Source: an optimization exercise on an open RTL-to-GDS flow (aim: small area). Production flows keep margins and buffers that such runs may drop. Only simulation tests tie the RTL to the original design; equivalence was not proved. No activity file was given, so power comes from the tool's default toggle rates.

==> flow/design.v <==
module pipeline(
    input clk,
    input rst,
    input [22:0] a,
    input [7:0] p,
    input [22:0] b,
    input [7:0] q,
    input m,
    output reg [7:0] final_exponent,
    output reg [22:0] normal_mantissa_sum
);
    genvar i;
    wire [22:0] orp;
    assign orp[0] = 1'b0;
    generate
        for (i = 1; i < 23; i = i + 1) begin : g_orp
            assign orp[i] = orp[i-1] | b[i-1];
        end
    endgenerate
    wire [22:0] bn = b ^ ({23{m}} & orp);
    wire [7:0] eh = ~(p ^ q);
    wire [7:0] eg = p & ~q;
    wire [8:0] c0;
    assign c0[0] = 1'b0;
    generate
        for (i = 0; i < 8; i = i + 1) begin : g_exc
            assign c0[i+1] = eg[i] | (eh[i] & c0[i]);
        end
    endgenerate
    wire       g  = c0[8];                        
    wire [7:0] t0 = eh ^ c0[7:0];
    wire [7:0] d  = t0 ^ {8{~g}};                 
    wire       dz = |d[7:5];                      
    wire [4:0] ds = {d[4:3] | {2{dz}}, d[2:0]};   
    wire [7:0] e  = g ? p : q;
    reg [7:0]  e0;
    reg [22:0] a0;
    reg [22:0] b0;
    reg        g0, g0n;
    reg [4:0]  d0, d0n;
    always @(posedge clk) begin
        e0  <= e;
        a0  <= a;
        b0  <= bn;
        g0  <= g;
        g0n <= ~g;
        d0  <= ds;
        d0n <= ~ds;
    end
    wire [22:0] m1d = ~((a0 | {23{g0n}}) & (b0 | {23{g0}}));
    wire [23:0] v0  = {g0, ~(g0 | a0[22]),
                       ~((b0[22:1] | {22{g0n}}) & (a0[21:0] | {22{g0}}))};
    wire [23:0] v1 = {~(v0[23] | d0[0]),
                      ~((v0[22:0] | {23{d0[0]}}) & (v0[23:1] | {23{d0n[0]}}))};
    wire [23:0] v2 = {~(v1[23:22] & {2{d0n[1]}}),
                      ~((v1[21:0] | {22{d0[1]}}) & (v1[23:2] | {22{d0n[1]}}))};
    wire [23:0] v4 = {~(v2[23:20] | {4{d0[2]}}),
                      ~((v2[19:0] | {20{d0[2]}}) & (v2[23:4] | {20{d0n[2]}}))};
    wire [23:0] v8 = {~(v4[23:16] & {8{d0n[3]}}),
                      ~((v4[15:0] | {16{d0[3]}}) & (v4[23:8] | {16{d0n[3]}}))};
    wire [23:0] sh = {~(v8[23:8] | {16{d0[4]}}),
                      ~((v8[7:0] | {8{d0[4]}}) & (v8[23:16] | {8{d0n[4]}}))};
    reg [7:0]  e1;
    reg [22:0] m1n;
    reg [23:0] s1;
    always @(posedge clk) begin
        e1  <= e0;
        m1n <= m1d;
        s1  <= sh;
    end
    reg r1, r2, r3, r4;
    always @(posedge clk) begin
        r1 <= rst;
        r2 <= r1;
        r3 <= r2;
        r4 <= r3;
    end
    wire [23:0] tsum;
    wire tco;
    bk_add24 add(.x({1'b0, m1n}), .y(s1 ^ {24{~m}}), .ci(~m), .s(tsum), .co(tco));
    wire [23:0] sum = ~tsum;
    wire co_m = ~(m ^ tco);                       
    wire c2n = (rst | r1) ? 1'b0 : (r2 ? ~m : co_m);
    reg        c2;
    reg [23:0] r2v;
    reg [7:0]  e2;
    always @(posedge clk) begin
        c2  <= c2n;
        r2v <= sum;
        e2  <= e1;
    end
    wire z16 = ~|r2v[23:8];
    wire k16 = ~c2 & z16;
    wire [23:0] t16 = k16 ? {r2v[7:0], 16'd0} : r2v;
    wire z8 = ~|t16[23:16];
    wire k8 = ~c2 & z8;
    wire [23:0] t8 = k8 ? {t16[15:0], 8'd0} : t16;
    wire z4 = ~|t8[23:20];
    wire k4 = ~c2 & z4;
    wire [1:0] t4h = k4 ? t8[19:18] : t8[23:22];   
    wire t4l = k4 ? t8[17] : t8[21];
    wire z2 = ~|t4h;
    wire k2 = ~c2 & z2;
    wire t2h = k2 ? t4l : t4h[1];                  
    wire k1 = c2 | ~t2h;
    wire zz = k16 & k8;                           
    wire [4:0] n = {k16, k8, k4 & ~zz, k2 & ~zz, k1 & ~zz};
    wire z2r = r1 | r2 | r3;
    reg [7:0]  e3n;                               
    reg [4:0]  n3;
    reg [2:0]  n3n;                               
    reg [22:0] t3n;                               
    always @(posedge clk) begin
        e3n <= z2r ? 8'hff : ~e2;
        n3  <= (z2r & ~c2) ? 5'd24 : n;
        n3n <= ~n[2:0];
        t3n <= ~t8[22:0];
    end
    wire [7:0] fy = {3'd0, n3} ^ {8{c2}};
    wire [8:0] fc;
    assign fc[0] = c2;
    generate
        for (i = 0; i < 8; i = i + 1) begin : g_fe
            assign fc[i+1] = (e3n[i] & fy[i]) | ((e3n[i] ^ fy[i]) & fc[i]);
        end
    endgenerate
    wire [7:0] fen = e3n ^ fy ^ fc[7:0];           
    wire zo = rst | r1 | r2 | r3 | r4;
    wire s1e  = n3[0] | zo;
    wire s1en = n3n[0] | zo;
    wire [22:0] u4 = ~((t3n | {23{n3[2]}}) & ({t3n[18:0], 4'hf} | {23{n3n[2]}}));   
    wire [22:0] u2 = ~((u4 | {23{n3[1]}}) & ({u4[20:0], 2'b00} | {23{n3n[1]}}));     
    wire [22:0] u1 = ~((u2 | {23{s1e}}) & ({u2[21:0], 1'b1} | {23{s1en}}));          
    always @(posedge clk) begin
        final_exponent <= ~(fen | {8{rst | r1}});
        normal_mantissa_sum <= u1;
    end
endmodule
module bk_add24(input [23:0] x, input [23:0] y, input ci, output [23:0] s, output co);
    wire [23:0] hp = x ^ y;
    wire [23:0] hg = x & y;
    wire g_1 = hg[0] | (hp[0] & ci);
    wire g_2 = hg[2] | (hp[2] & hg[1]);
    wire p_2 = hp[2] & hp[1];
    wire g_3 = hg[4] | (hp[4] & hg[3]);
    wire p_3 = hp[4] & hp[3];
    wire g_4 = hg[6] | (hp[6] & hg[5]);
    wire p_4 = hp[6] & hp[5];
    wire g_5 = hg[8] | (hp[8] & hg[7]);
    wire p_5 = hp[8] & hp[7];
    wire g_6 = hg[10] | (hp[10] & hg[9]);
    wire p_6 = hp[10] & hp[9];
    wire g_7 = hg[12] | (hp[12] & hg[11]);
    wire p_7 = hp[12] & hp[11];
    wire g_8 = hg[14] | (hp[14] & hg[13]);
    wire p_8 = hp[14] & hp[13];
    wire g_9 = hg[16] | (hp[16] & hg[15]);
    wire p_9 = hp[16] & hp[15];
    wire g_10 = hg[18] | (hp[18] & hg[17]);
    wire p_10 = hp[18] & hp[17];
    wire g_11 = hg[20] | (hp[20] & hg[19]);
    wire p_11 = hp[20] & hp[19];
    wire g_12 = hg[22] | (hp[22] & hg[21]);
    wire p_12 = hp[22] & hp[21];
    wire g_13 = g_2 | (p_2 & g_1);
    wire g_14 = g_4 | (p_4 & g_3);
    wire p_14 = p_4 & p_3;
    wire g_15 = g_6 | (p_6 & g_5);
    wire p_15 = p_6 & p_5;
    wire g_16 = g_8 | (p_8 & g_7);
    wire p_16 = p_8 & p_7;
    wire g_17 = g_10 | (p_10 & g_9);
    wire p_17 = p_10 & p_9;
    wire g_18 = g_12 | (p_12 & g_11);
    wire p_18 = p_12 & p_11;
    wire g_19 = g_14 | (p_14 & g_13);
    wire g_20 = g_16 | (p_16 & g_15);
    wire p_20 = p_16 & p_15;
    wire g_21 = g_18 | (p_18 & g_17);
    wire p_21 = p_18 & p_17;
    wire g_22 = g_20 | (p_20 & g_19);
    wire g_23 = g_21 | (p_21 & g_22);
    wire g_24 = g_15 | (p_15 & g_19);
    wire g_25 = g_17 | (p_17 & g_22);
    wire g_26 = g_3 | (p_3 & g_13);
    wire g_27 = g_5 | (p_5 & g_19);
    wire g_28 = g_7 | (p_7 & g_24);
    wire g_29 = g_9 | (p_9 & g_22);
    wire g_30 = g_11 | (p_11 & g_25);
    wire g_31 = hg[1] | (hp[1] & g_1);
    wire g_32 = hg[3] | (hp[3] & g_13);
    wire g_33 = hg[5] | (hp[5] & g_26);
    wire g_34 = hg[7] | (hp[7] & g_19);
    wire g_35 = hg[9] | (hp[9] & g_27);
    wire g_36 = hg[11] | (hp[11] & g_24);
    wire g_37 = hg[13] | (hp[13] & g_28);
    wire g_38 = hg[15] | (hp[15] & g_22);
    wire g_39 = hg[17] | (hp[17] & g_29);
    wire g_40 = hg[19] | (hp[19] & g_25);
    wire g_41 = hg[21] | (hp[21] & g_30);
    wire g_42 = hg[23] | (hp[23] & g_23);
    assign s[0] = hp[0] ^ ci;
    assign s[1] = hp[1] ^ g_1;
    assign s[2] = hp[2] ^ g_31;
    assign s[3] = hp[3] ^ g_13;
    assign s[4] = hp[4] ^ g_32;
    assign s[5] = hp[5] ^ g_26;
    assign s[6] = hp[6] ^ g_33;
    assign s[7] = hp[7] ^ g_19;
    assign s[8] = hp[8] ^ g_34;
    assign s[9] = hp[9] ^ g_27;
    assign s[10] = hp[10] ^ g_35;
    assign s[11] = hp[11] ^ g_24;
    assign s[12] = hp[12] ^ g_36;
    assign s[13] = hp[13] ^ g_28;
    assign s[14] = hp[14] ^ g_37;
    assign s[15] = hp[15] ^ g_22;
    assign s[16] = hp[16] ^ g_38;
    assign s[17] = hp[17] ^ g_29;
    assign s[18] = hp[18] ^ g_39;
    assign s[19] = hp[19] ^ g_25;
    assign s[20] = hp[20] ^ g_40;
    assign s[21] = hp[21] ^ g_30;
    assign s[22] = hp[22] ^ g_41;
    assign s[23] = hp[23] ^ g_23;
    assign co = g_42;
endmodule
==> flow/config.mk <==
export PLATFORM = sky130hd
export DESIGN_NAME = pipeline
export DESIGN_NICKNAME = pipeline
export VERILOG_FILES = /design/flow/design.v
export SDC_FILE = /design/flow/constraint.sdc
export NUM_CORES = 4
export LEC_CHECK = 0
export CAP_MARGIN = 20
export CORE_MARGIN = 2
export CORE_UTILIZATION = 40
export GPL_TIMING_DRIVEN = 0
export SLEW_MARGIN = 20
==> flow/constraint.sdc <==
create_clock -name core_clock -period 4.0 [get_ports {clk}]
set_input_delay 0.8000 -clock core_clock [delete_from_list [all_inputs] [get_ports {clk}]]
set_output_delay 0.8000 -clock core_clock [all_outputs]
set_load 0.01 [all_outputs]
standard.sh (not shown) runs the stock make flow with config.mk's settings and CLKGATE_MAP_FILE= SYNTH_SCRIPT=/design/flow/synth_recipe.tcl, a recipe that flattens the netlist after the stock synthesis.
==> flow/flow/run.sh <==
#!/bin/bash
# The standard layout (standard.sh, unchanged synthesis) with three
# layout choices:
#  - port buffers made from the smallest buffer cell (buf_1);
#  - a coarser clock tree: clusters of up to 33 flip-flops, each driven by a
#    clkbuf_16, a clkbuf_8 at the root, no dummy clock loads;
#  - the buffers ABC inserts during synthesis are removed at floorplan;
#    the resizer adds back only what slew, capacitance and timing need.
# All tool output goes to standard_flow.log here (ORFS's own per-step logs
# are under orfs/logs).
set -euo pipefail
bash standard.sh \
  "BUFFER_PORTS_ARGS=-buffer_cell sky130_fd_sc_hd__buf_1" \
  "CTS_ARGS=-sink_clustering_enable -repair_clock_nets -sink_clustering_size 33 -sink_clustering_max_diameter 200 -buf_list sky130_fd_sc_hd__clkbuf_16 -root_buf sky130_fd_sc_hd__clkbuf_8 -dont_use_dummy_load" \
  "REMOVE_ABC_BUFFERS=1" \
  finish > standard_flow.log 2>&1
Change:
==> flow/flow/run.sh (replaced) <==
#!/bin/bash
set -euo pipefail
bash standard.sh \
  "BUFFER_PORTS_ARGS=-buffer_cell sky130_fd_sc_hd__buf_1" \
  "CTS_ARGS=-sink_clustering_enable -repair_clock_nets -sink_clustering_size 33 -sink_clustering_max_diameter 200 -buf_list sky130_fd_sc_hd__clkbuf_16 -dont_use_dummy_load" \
  "REMOVE_ABC_BUFFERS=1" \
  finish > standard_flow.log 2>&1
--- a/flow/config.mk
+++ b/flow/config.mk
@@ -9,3 +9,3 @@
 export CORE_MARGIN = 2
-export CORE_UTILIZATION = 40
+export CORE_UTILIZATION = 55
 export GPL_TIMING_DRIVEN = 0
The new run completed with no timing, DRC or antenna violations.
Wire length grows by 2.9%.
Sequential power stays flat.
Clock-buffer cell count does not change.
Final area came out lower by 0.42%.
Synthesized cell count stays the same.
Change:
--- a/flow/config.mk
+++ b/flow/config.mk
@@ -9,3 +9,3 @@
 export CORE_MARGIN = 2
-export CORE_UTILIZATION = 55
+export CORE_UTILIZATION = 40
 export GPL_TIMING_DRIVEN = 0
- synthesized cell count does not change
- routed wire length goes down by 2.3%
- cell area goes up by 0.79%
- total power is about the same
- count of clock-buffer cells in the layout is unchanged
- die area goes up by 36%
- clock power hardly moves
- critical path depth stays the same
- final cell count goes up by 5.7%
- utilization goes down by 17 points

## re-timing with driven ports
The flow's constraints put no driver on any port. The routed layouts listed below were extracted and timed again, unchanged, in two steps. Step 1 sets driving cells, clkbuf_16 on the clock port and buf_2 on the other inputs (assumed; they add their load-dependent delay and slew). Step 2 times the ports against the registers' clock, not the clock port: input delays grow and output delays shrink by t, the midpoint of the rising clock arrivals with the driver on. a / b / c = ideal ports / drivers / drivers and shift; a / b = the first two.
run	t, ns	setup WS [ns]	worst register clock-pin slew, ns	worst slew at a driven data input, ns
the first run	0.530	0.167 / 0.171 / -0.359	0.12 / 0.12	0.04
the second run	0.497	0.124 / 0.143 / -0.355	0.11 / 0.11	0.04
the third run	0.503	0.147 / 0.153 / -0.350	0.12 / 0.12	0.04
With both steps, setup timing fails in every run listed, where it was met with ideal ports. For the first run, which loses most, drivers alone change the setup slack by +0.004 ns; drivers and shift together by -0.526 ns.
